Context: an optimization exercise on an open-source flow, tuned for small area, a short achievable clock period and few clock cycles per item. The choices shown serve that exercise and are no tape-out recipe.
Where RTL was checked, it was by simulation tests only, not by an equivalence proof against the original.

lagoon:
Design complex_multiplier, start of the top module:
module complex_multiplier
#(
    parameter INTEGER_WIDTH = 3,
    parameter FRACTIONAL_WIDTH = 13
)
(
    input  wire                                          clk,
    input  wire                                          rst_n,
    input  wire                                          input_a_tvalid,
    output wire                                          input_a_tready,
    input  wire [2*(INTEGER_WIDTH+FRACTIONAL_WIDTH)-1:0] input_a_tdata,
    input  wire                                          input_b_tvalid,
    output wire                                          input_b_tready,
    input  wire [2*(INTEGER_WIDTH+FRACTIONAL_WIDTH)-1:0] input_b_tdata,
    output reg                                           output_prod_tvalid,
    input  wire                                          output_prod_tready,
    output wire [2*(INTEGER_WIDTH+FRACTIONAL_WIDTH)-1:0] output_prod_tdata
);
==> flow/config.mk <==
export PLATFORM = sky130hd
export DESIGN_NAME = complex_multiplier
export DESIGN_NICKNAME = complex_multiplier
export VERILOG_FILES = /design/flow/design.v
export SDC_FILE = /design/flow/constraint.sdc
export NUM_CORES = 4
export LEC_CHECK = 0
export CAP_MARGIN = 20
export CORE_MARGIN = 2
export CORE_UTILIZATION = 40
export SLEW_MARGIN = 20
export SYNTH_HIERARCHICAL = 1
export SYNTH_MINIMUM_KEEP_SIZE = 0
==> flow/constraint.sdc <==
create_clock -name core_clock -period 10.0 [get_ports {clk}]
set_input_delay 2.0000 -clock core_clock [delete_from_list [all_inputs] [get_ports {clk}]]
set_output_delay 2.0000 -clock core_clock [all_outputs]
set_load 0.01 [all_outputs]
run.sh (not shown) runs the stock make flow with config.mk's settings and CLKGATE_MAP_FILE= SYNTH_SCRIPT=/design/flow/synth_recipe.tcl, a recipe that flattens the netlist after the stock synthesis.
## Diff of input files: juniper against lagoon
Settings: SETUP_SLACK_MARGIN: unset -> 3; ABC_CLOCK_PERIOD_IN_PS: unset -> 4000.
Findings:
bi[5] as the critical path launch point was reported by juniper, and br[3] by lagoon.
Looking at the reports, juniper completed the entire flow and the layout it produced met the timing, design-rule and antenna checks.
Cmp juniper and lagoon / actual transition at the worst max-transition pin / lower: lagoon
The higher critical path depth of juniper and lagoon is in juniper.
Against lagoon as the reference, juniper delivers a higher wire length of the first global-routing pass.
On estimated wirelength of the detail-placed design: juniper sits above lagoon.
Changes in delta relative to juniper:
Settings: a change of SETUP_SLACK_MARGIN from 3 to 5.
Findings:
- Side by side, post-route fraction of the period consumed by the critical path turned out lower in delta than in juniper.
- delta vs juniper: global-route usage up
No functional check of the RTL was part of any run of this note.


complex_multiplier, a different RTL version from the one above (not shown whole).
Size: about 280 flip-flops, about 100 I/O pins.
clock: 10.0 ns
lec_check: 0
cap_margin: 20
core_margin: 2
core_utilization: 40
slew_margin: 20
synth_hierarchical: 1
synth_minimum_keep_size: 0
standard.sh (not shown) runs the stock make flow with config.mk's settings and CLKGATE_MAP_FILE= SYNTH_SCRIPT=/design/flow/synth_recipe.tcl, a recipe that flattens the netlist after the stock synthesis.
==> flow/flow/run.sh <==
#!/bin/bash
# The standard layout (standard.sh), with the port buffers made as sky130_fd_sc_hd__buf_2
# cells instead of buffer_ports' default, and timing repair aiming at 6.3 ns of setup slack.
set -euo pipefail
export BUFFER_PORTS_ARGS="-buffer_cell sky130_fd_sc_hd__buf_2"
export SETUP_SLACK_MARGIN=6.3
bash standard.sh > standard.log 2>&1
Testbench counts at the start, summed over its fixed seeds: cycles 12,024, items 12,000.
Rerun with:
==> flow/flow/run.sh (replaced) <==
#!/bin/bash
# The standard layout (standard.sh), with the port buffers made as sky130_fd_sc_hd__buf_2
# cells instead of buffer_ports' default, and timing repair aiming at 5.5 ns of setup slack.
set -euo pipefail
export BUFFER_PORTS_ARGS="-buffer_cell sky130_fd_sc_hd__buf_2"
export SETUP_SLACK_MARGIN=5.5
bash standard.sh > standard.log 2>&1
Setup slack gets worse by 0.50 ns.
Non-clock buffer count fell by 114.
Fmax came out lower by 12%.
Synthesized cell count does not change.
Rerun with:
==> flow/flow/run.sh (replaced) <==
#!/bin/bash
# The standard layout (standard.sh), with the port buffers made as sky130_fd_sc_hd__buf_2
# cells instead of buffer_ports' default, and timing repair aiming at 6.0 ns of setup slack.
set -euo pipefail
export BUFFER_PORTS_ARGS="-buffer_cell sky130_fd_sc_hd__buf_2"
export SETUP_SLACK_MARGIN=6.0
bash standard.sh > standard.log 2>&1
The changed run went through all stages and came out clean.
Count of clock-buffer cells in the layout grows by 3.
Synthesized area does not change.
Final area went up by about 1%.
Die area does not change.


complex_multiplier, a different RTL version from the one above (not shown whole).
For scale: about 260 flip-flops, about 37000 um^2 of cells after synthesis.
## complex_multiplier
module complex_multiplier
#(
    parameter INTEGER_WIDTH = 3,
    parameter FRACTIONAL_WIDTH = 13
)
(
    input  wire                                          clk,
    input  wire                                          rst_n,
    input  wire                                          input_a_tvalid,
    output wire                                          input_a_tready,
    input  wire [2*(INTEGER_WIDTH+FRACTIONAL_WIDTH)-1:0] input_a_tdata,
    input  wire                                          input_b_tvalid,
    output wire                                          input_b_tready,
    input  wire [2*(INTEGER_WIDTH+FRACTIONAL_WIDTH)-1:0] input_b_tdata,
    output reg                                           output_prod_tvalid,
    input  wire                                          output_prod_tready,
    output wire [2*(INTEGER_WIDTH+FRACTIONAL_WIDTH)-1:0] output_prod_tdata
);
    reg         v0, v1, q1v;
    reg  [15:0] ar, ai, br, bi;
    reg  [31:0] q0, q1;
    wire take = output_prod_tready;                     
    wire en1  = ~v1 | ~q1v | take;                      
    wire en0  = ~v0 | en1;
    wire rdy  = ~(v0 & v1 & q1v);
    assign input_a_tready = rdy;
    assign input_b_tready = rdy;
    assign output_prod_tdata = q0;
    wire fire = input_a_tvalid & input_b_tvalid & rdy;
    wire mv1  = v1 & en1;                               
    always @(posedge clk) begin
        if (!rst_n) begin
            v0 <= 1'b0;
            v1 <= 1'b0;
            output_prod_tvalid <= 1'b0;
            q1v <= 1'b0;
        end else begin
            if (en0) v0 <= fire;
            if (en1) v1 <= v0;
            if (~output_prod_tvalid | take)
                output_prod_tvalid <= q1v | mv1;
            if (q1v) begin
                if (take) q1v <= mv1;
            end else begin
                q1v <= mv1 & output_prod_tvalid & ~take;
            end
        end
    end
    wire [14:0] m_a0, m_a1, m_a2, m_a3;
    wire [14:0] m_b0, m_b1, m_b2, m_b3;
    wire [3:0]  m_c, m_s;
    reg  [14:0] c_a0, c_a1, c_a2, c_a3;
    reg  [14:0] c_b0, c_b1, c_b2, c_b3;
    reg  [3:0]  c_c, c_s;
    cm_mul mul_rr1 (.x(ar), .y(br), .a(m_a0), .b(m_b0), .cl(m_c[0]), .sgn(m_s[0]));
    cm_mul mul_rr2 (.x(ai), .y(bi), .a(m_a1), .b(m_b1), .cl(m_c[1]), .sgn(m_s[1]));
  ...
clock: 10.0 ns
lec_check: 0
cap_margin: 20
core_margin: 2
core_utilization: 40
setup_slack_margin: 5
slew_margin: 20
synth_hierarchical: 1
synth_minimum_keep_size: 0
run.sh (not shown) runs the stock make flow with config.mk's settings and CLKGATE_MAP_FILE= SYNTH_SCRIPT=/design/flow/synth_recipe.tcl, a recipe that flattens the netlist after the stock synthesis.
Stock flow here: none of the scripts above is used.
==> next run, changes <==
CORE_UTILIZATION = 25   (was 40)
First-iteration DRC count rose by 5.5%.
Setup slack gets worse by 47 ps.
Global-route usage fell by 8.0 points.
Die area rose by 59%.
Core utilization fell by 15 points.
No run of this note included a check of the RTL's function; only the layout flow was run.


complex_multiplier, a different RTL version from the one above (not shown whole).
For scale: ~2800 cells after synthesis, roughly 280 flip-flops, about 100 I/O pins, roughly 33000 sq um of cells after synthesis.
Settings: LEC_CHECK=0, CAP_MARGIN=20, CORE_MARGIN=2, CORE_UTILIZATION=40, SLEW_MARGIN=20, SYNTH_HIERARCHICAL=1, SYNTH_MINIMUM_KEEP_SIZE=0; clock period 10.0 ns.
standard.sh (not shown) runs the stock make flow with config.mk's settings and CLKGATE_MAP_FILE= SYNTH_SCRIPT=/design/flow/synth_recipe.tcl, a recipe that flattens the netlist after the stock synthesis.
==> flow/flow/run.sh <==
#!/bin/bash
# The standard layout (standard.sh), with the port buffers made as sky130_fd_sc_hd__buf_2
# cells instead of buffer_ports' default, and timing repair aiming at 6.3 ns of setup slack.
set -euo pipefail
export BUFFER_PORTS_ARGS="-buffer_cell sky130_fd_sc_hd__buf_2"
export SETUP_SLACK_MARGIN=6.3
bash standard.sh > standard.log 2>&1
Testbench counts at the start, summed over its fixed seeds: cycles 12,024, items 12,000.
Rerun with:
==> flow/flow/run.sh (replaced) <==
#!/bin/bash
# The standard layout (standard.sh), with the port buffers made as sky130_fd_sc_hd__buf_2
# cells instead of buffer_ports' default, and timing repair aiming at 5 ns of setup slack.
set -euo pipefail
export BUFFER_PORTS_ARGS="-buffer_cell sky130_fd_sc_hd__buf_2"
export SETUP_SLACK_MARGIN=5
bash standard.sh > standard.log 2>&1
The changed run finished with timing, DRC and antenna clean.
Cell count drops by 2.3%.
Routed wire length shrinks by 4.7%.
Clock-buffer cell count drops by 1.
Die area stays the same.
Critical path depth goes down by 2.
Hold slack is better by 0.0058 ns.
Rerun with:
==> flow/flow/run.sh (replaced) <==
#!/bin/bash
# The standard layout (standard.sh), with the port buffers made as sky130_fd_sc_hd__buf_2
# cells instead of buffer_ports' default, and timing repair aiming at 5.8 ns of setup slack.
set -euo pipefail
export BUFFER_PORTS_ARGS="-buffer_cell sky130_fd_sc_hd__buf_2"
export SETUP_SLACK_MARGIN=5.8
bash standard.sh > standard.log 2>&1
The changed run finished clean. Count of clock-buffer cells in the layout is unchanged. Clock skew shrinks by 0.022 ns. Via count shrinks by about 0.6%. Core utilization grows by 0.39 points. Synthesized area stays the same. Setup slack improves by 0.40 ns. Critical path depth shrinks by 1. First-iteration DRC count shrinks by 5.4%. Final area grows by about 0.9%. Fmax grows by 9.9%.

## port drivers added, routing unchanged
The results above use ideal ports. As a check the final layouts listed here were re-extracted and re-timed, cells and wires unchanged. Step 1 (the two cells are an assumption about what drives the block):
set clk [get_ports {clk}]
set_driving_cell -lib_cell sky130_fd_sc_hd__clkbuf_16 $clk
set_driving_cell -lib_cell sky130_fd_sc_hd__buf_2 [delete_from_list [all_inputs] $clk]
Step 2 also shifts input and output timing later by t, the mid clock arrival at the registers, as if the neighbouring blocks saw the same clock. Slacks: ideal / step 1 / step 2; pairs: ideal / step 1.
run | t, ns | setup slack, ns | worst setup path after step 2 | latest minus earliest clock arrival (ns) | worst register clock-pin slew, ns
lagoon | 0.546 | 3.051 / 3.051 / 3.051 | register to register | 0.022 / 0.022 | 0.08 / 0.08
juniper | 0.551 | 3.390 / 3.390 / 3.390 | register to register | 0.021 / 0.020 | 0.08 / 0.08
delta | 0.548 | 4.464 / 4.464 / 4.464 | register to register | 0.020 / 0.020 | 0.08 / 0.08
the first run of note 2 | 0.629 | 6.262 / 6.262 / 6.262 | register to register | 0.026 / 0.026 | 0.07 / 0.07
the second run of note 2 | 0.621 | 5.764 / 5.764 / 5.764 | register to register | 0.030 / 0.030 | 0.07 / 0.07
the third run of note 2 | 0.627 | 6.092 / 6.092 / 6.092 | register to register | 0.021 / 0.021 | 0.07 / 0.07
the first run of note 3 | 0.631 | 5.325 / 5.325 / 5.325 | register to register | 0.025 / 0.025 | 0.07 / 0.07
the second run of note 3 | 0.641 | 5.278 / 5.278 / 5.278 | register to register | 0.023 / 0.023 | 0.07 / 0.07
the first run of note 4 | 0.625 | 6.093 / 6.093 / 6.093 | register to register | 0.048 / 0.049 | 0.08 / 0.08
the second run of note 4 | 0.625 | 5.522 / 5.522 / 5.522 | register to register | 0.050 / 0.051 | 0.07 / 0.07
the third run of note 4 | 0.619 | 5.925 / 5.925 / 5.925 | register to register | 0.033 / 0.033 | 0.06 / 0.06
After both steps setup and hold are still met in every run listed.
